This design comes from an exercise in tuning for small area, a short achievable clock period and few clock cycles per item on the open sky130 flow, not from production work. No activity file was given, so power comes from the tool's default toggle rates.

==> module calculadora, before the edit <==
module calculadora (
    input  logic [3:0]  cmd,
    input  logic        clock,
    input  logic        reset,
    output logic [1:0]  status,
    output logic [3:0]  data,
    output logic [2:0]  position,
    output logic [31:0] result
);
    localparam logic [3:0] CMD_RES = 4'b1110, CMD_CLR = 4'b1111;
    logic s_idle, s_ina, s_op, s_inb, s_done, s_err;
    logic [26:0] x;        
    logic [31:0] vs, vc;   
    logic [29:0] k;        
    logic [1:0]  op_sel;   
    logic [31:0] acc;
    logic [3:0]  data_r;
    logic [2:0]  pos_r;
    wire is_dig = (cmd <= 4'd9);
    wire is_op  = (cmd == 4'd10) || (cmd == 4'd11) || (cmd == 4'd12);
    wire is_res = (cmd == CMD_RES);
    wire is_clr = (cmd == CMD_CLR);
    wire full   = (pos_r == 3'd7);    
    wire in_num = s_ina | s_inb;
    wire mul = ~op_sel[1];
    wire add = op_sel[1] & ~op_sel[0];
    wire sub = op_sel[1] & op_sel[0];
    wire [26:0] xg   = s_ina ? x : 27'd0;
    wire [2:0]  lo_a = cmd[3] ? 3'b111 : cmd[2:0];
    wire        lo_b = cmd[3];
    wire        cin  = cmd[3] & cmd[0];
    wire [27:0] xsum = {xg[23:0], lo_a, 1'b1} + {xg[25:0], lo_b, cin};
    wire [26:0] x_next = xsum[27:1];
    wire [29:0] a30   = {3'd0, x};
    wire [29:0] k_sum = (mul ? {a30[28:0], 1'b0} : {a30[26:0], 3'b000}) + a30;
    wire [29:0] k_next = k_sum ^ {30{add}};
    wire [31:0] a32 = {5'd0, x};
    wire [31:0] kf  = {{2{add}}, k};
    wire [2:0]  c_a = (s_inb & add) ? 3'd1 : (s_inb & sub) ? 3'd7 : 3'd0;   
    wire [1:0]  c_b = (s_inb & sub) ? 2'd2 : 2'd0;
    wire [31:0] u1 = s_op ? ((mul & cmd[1]) ? {a32[30:0], 1'b0} : 32'd0)
                          : {vs[28:0], c_a};
    wire [31:0] u2 = s_op ? (mul ? (cmd[0] ? a32 : 32'd0) : (add ? a32 : ~a32))
                          : {vs[30:0], 1'b0};
    wire [31:0] u3 = s_op ? 32'd0 : {vc[28:0], 1'b0, c_b};
    wire [31:0] u4 = s_op ? 32'd0 : {vc[30:0], 1'b0};
    wire [31:0] u5 = mul ? (cmd[3] ? {a32[28:0], 3'b000} : cmd[2] ? {a32[29:0], 2'b00} : 32'd0)
                         : (s_op ? 32'd0 : kf);
    logic [31:0] u6;
    always_comb begin
        if (!mul)         u6 = {28'd0, cmd};
        else if (s_op)    u6 = 32'd0;
        else case (cmd[1:0])
            2'd0: u6 = 32'd0;
            2'd1: u6 = a32;
            2'd2: u6 = {a32[30:0], 1'b0};
            2'd3: u6 = kf;
        endcase
    end
    function automatic logic [63:0] csa(input logic [31:0] a, b, c);
        logic [31:0] s, cy;
        s  = a ^ b ^ c;
        cy = (a & b) | (a & c) | (b & c);
        csa = {s, cy[30:0], 1'b0};
    endfunction
    wire [63:0] l1a = csa(u1, u2, u3);
    wire [63:0] l1b = csa(u4, u5, u6);
    wire [63:0] l2  = csa(l1a[63:32], l1a[31:0], l1b[63:32]);
    wire [63:0] l3  = csa(l2[63:32], l2[31:0], l1b[31:0]);
    wire [31:0] r = vs + vc;
    wire [31:0] r_next = sub ? ~(r & {32{r[31]}}) : r;
    always_ff @(posedge clock) begin
        if (is_dig & (s_idle | s_ina)) x <= x_next;
        if (is_dig & (s_op | s_inb)) begin
            vs <= l3[63:32];
            vc <= l3[31:0];
        end
        if (s_op) k <= k_next;
        if ((s_ina | s_op) & is_op) op_sel <= cmd[1:0];
    end
    always_ff @(posedge clock or posedge reset) begin
        if (reset) begin
            s_idle <= 1'b1; s_ina <= 1'b0; s_op <= 1'b0;
            s_inb  <= 1'b0; s_done <= 1'b0; s_err <= 1'b0;
            acc    <= 32'd0;
            data_r <= 4'd0;
            pos_r  <= 3'd0;
        end else begin
            if (s_idle) begin
                if (is_dig) begin s_idle <= 1'b0; s_ina <= 1'b1; end
            end
            if (s_ina) begin
                if (is_op) begin s_ina <= 1'b0; s_op <= 1'b1; end
                else if (is_dig & full) begin s_ina <= 1'b0; s_err <= 1'b1; end
                else if (is_clr) begin s_ina <= 1'b0; s_idle <= 1'b1; end
            end
            if (s_op) begin
                if (is_dig) begin s_op <= 1'b0; s_inb <= 1'b1; end
                else if (is_clr) begin s_op <= 1'b0; s_idle <= 1'b1; end
                else if (is_res) begin s_op <= 1'b0; s_err <= 1'b1; end
            end
            if (s_inb) begin
                if (is_res) begin s_inb <= 1'b0; s_done <= 1'b1; end
                else if (is_dig & full) begin s_inb <= 1'b0; s_err <= 1'b1; end
                else if (is_clr) begin s_inb <= 1'b0; s_op <= 1'b1; end
            end
            if (s_done) begin
                if (is_clr | is_dig) begin s_done <= 1'b0; s_idle <= 1'b1; end
            end
            if (s_err) begin
                if (is_clr) begin s_err <= 1'b0; s_idle <= 1'b1; end
            end
            if (s_inb & is_res) acc <= r_next;
            if (is_dig & (s_idle | s_op)) begin
                data_r <= cmd; pos_r <= 3'd0;
            end else if (is_dig & in_num & ~full) begin
                data_r <= cmd; pos_r <= pos_r + 3'd1;
            end else if (is_op & s_ina) begin
                data_r <= CMD_CLR; pos_r <= 3'd0;
            end else if (is_op & s_op) begin
                data_r <= cmd; pos_r <= 3'd0;
            end else if (is_clr & s_ina) begin
                pos_r <= 3'd0;
            end else if (is_clr & (s_op | s_inb | s_done | s_err)) begin
                data_r <= CMD_CLR; pos_r <= 3'd0;
            end
        end
    end
    assign status   = {s_err, 1'b0};
    assign data     = data_r;
    assign position = pos_r;
    assign result   = acc;
endmodule
clock: 5.0 ns
lec_check: 0
cap_margin: 20
core_margin: 2
core_utilization: 40
place_density: 0.6
slew_margin: 20
run.sh (not shown) runs the stock make flow with config.mk's settings and CLKGATE_MAP_FILE= SYNTH_SCRIPT=/design/flow/synth_recipe.tcl, a recipe that flattens the netlist after the stock synthesis.
==> next run, changes <==
--- a/flow/design.v
+++ b/flow/design.v
@@ -52,8 +52,8 @@
     logic s_idle, s_ina, s_op, s_inb, s_done, s_err;
     logic [26:0] x;        
     logic [31:0] vs, vc;   
-    logic [29:0] k;        
-    logic [1:0]  op_sel;   
+    logic [28:0] k;        
+    logic        mul, add, sub;   
     logic [31:0] acc;
     logic [3:0]  data_r;
     logic [2:0]  pos_r;
@@ -63,39 +63,35 @@
     wire is_clr = (cmd == CMD_CLR);
     wire full   = (pos_r == 3'd7);    
     wire in_num = s_ina | s_inb;
-    wire mul = ~op_sel[1];
-    wire add = op_sel[1] & ~op_sel[0];
-    wire sub = op_sel[1] & op_sel[0];
     wire [26:0] xg   = s_ina ? x : 27'd0;
     wire [2:0]  lo_a = cmd[3] ? 3'b111 : cmd[2:0];
     wire        lo_b = cmd[3];
     wire        cin  = cmd[3] & cmd[0];
     wire [27:0] xsum = {xg[23:0], lo_a, 1'b1} + {xg[25:0], lo_b, cin};
     wire [26:0] x_next = xsum[27:1];
-    wire [29:0] a30   = {3'd0, x};
-    wire [29:0] k_sum = (mul ? {a30[28:0], 1'b0} : {a30[26:0], 3'b000}) + a30;
-    wire [29:0] k_next = k_sum ^ {30{add}};
+    wire [28:0] k_next = {1'b0, x, 1'b0} + {2'b0, x};
     wire [31:0] a32 = {5'd0, x};
-    wire [31:0] kf  = {{2{add}}, k};
-    wire [2:0]  c_a = (s_inb & add) ? 3'd1 : (s_inb & sub) ? 3'd7 : 3'd0;   
-    wire [1:0]  c_b = (s_inb & sub) ? 2'd2 : 2'd0;
-    wire [31:0] u1 = s_op ? ((mul & cmd[1]) ? {a32[30:0], 1'b0} : 32'd0)
-                          : {vs[28:0], c_a};
-    wire [31:0] u2 = s_op ? (mul ? (cmd[0] ? a32 : 32'd0) : (add ? a32 : ~a32))
-                          : {vs[30:0], 1'b0};
-    wire [31:0] u3 = s_op ? 32'd0 : {vc[28:0], 1'b0, c_b};
-    wire [31:0] u4 = s_op ? 32'd0 : {vc[30:0], 1'b0};
+    wire [31:0] k32 = {3'd0, k};
+    wire [31:0] hs  = s_op ? 32'd0 : vs;
+    wire [31:0] hc  = s_op ? 32'd0 : vc;
+    wire [2:0]  lo1 = mul ? 3'd0 : (cmd[3] ? {2'b11, cmd[0]} : cmd[2:0]);
+    wire [2:0]  lo3 = mul ? 3'd0 : (s_inb ? {cmd[3], ~cmd[3], 1'b0} : {1'b0, cmd[3], 1'b0});
+    wire [31:0] u1 = {hs[28:0], lo1};
+    wire [31:0] u2 = {hs[30:0], 1'b0};
+    wire [31:0] u3 = {hc[28:0], lo3};
+    wire [31:0] u4 = {hc[30:0], 1'b0};
     wire [31:0] u5 = mul ? (cmd[3] ? {a32[28:0], 3'b000} : cmd[2] ? {a32[29:0], 2'b00} : 32'd0)
-                         : (s_op ? 32'd0 : kf);
+                   : s_inb ? (add ? ~{a32[28:0], 3'b000} : {a32[28:0], 3'b111})
+                   : 32'd0;
+    wire        inv6 = (add & s_inb) | (sub & s_op);
     logic [31:0] u6;
     always_comb begin
-        if (!mul)         u6 = {28'd0, cmd};
-        else if (s_op)    u6 = 32'd0;
+        if (!mul) u6 = a32 ^ {32{inv6}};
         else case (cmd[1:0])
             2'd0: u6 = 32'd0;
             2'd1: u6 = a32;
             2'd2: u6 = {a32[30:0], 1'b0};
-            2'd3: u6 = kf;
+            2'd3: u6 = k32;
         endcase
     end
     function automatic logic [63:0] csa(input logic [31:0] a, b, c);
@@ -116,8 +112,12 @@
             vs <= l3[63:32];
             vc <= l3[31:0];
         end
-        if (s_op) k <= k_next;
-        if ((s_ina | s_op) & is_op) op_sel <= cmd[1:0];
+        k <= k_next;
+        if ((s_ina | s_op) & is_op) begin
+            mul <= (cmd == 4'd12);
+            add <= (cmd == 4'd10);
+            sub <= (cmd == 4'd11);
+        end
     end
     always_ff @(posedge clock or posedge reset) begin
         if (reset) begin
Cell count shrinks by 15%.
Non-clock buffer count came out lower by 14.
Sequential share of layout area increases by 1.7 points.
Worst setup slack gets better by 0.070 ns.
Fmax rose by 1.8%.
Total power rose by 68%.
Final area is lower by 10%.
Worst hold slack degrades by 0.0050 ns.
Routed wire length falls by 19%.
No run of this note included a check of the RTL's function; only the layout flow was run.

what the ideal ports hide:
The results above use ideal ports. As a check the final layouts listed here were re-extracted and re-timed, cells and wires unchanged.
Step 1, drivers: a clkbuf_16 drives clock and a buf_2 each remaining input, both assumed.
Step 2 moves the port delays by t, midway between the first and last clock arrival at a register: inputs arrive t later, outputs are due t later. That takes back most of the time a late clock gives input paths.
Slacks: ideal / step 1 / step 2; pairs: ideal / step 1.
run | t (ns) | setup WS [ns] | worst setup path at the end | latest minus earliest clock arrival (ns)
the first run | 0.609 | 1.054 / 1.054 / 0.479 | input to register | 0.023 / 0.023
the second run | 0.609 | 1.123 / 1.123 / 0.585 | input to register | 0.016 / 0.016
After both steps setup and hold are still met in every run listed. The setup slack of the first run, which loses most, moves by 0.000 ns with the drivers and by -0.575 ns with both steps.
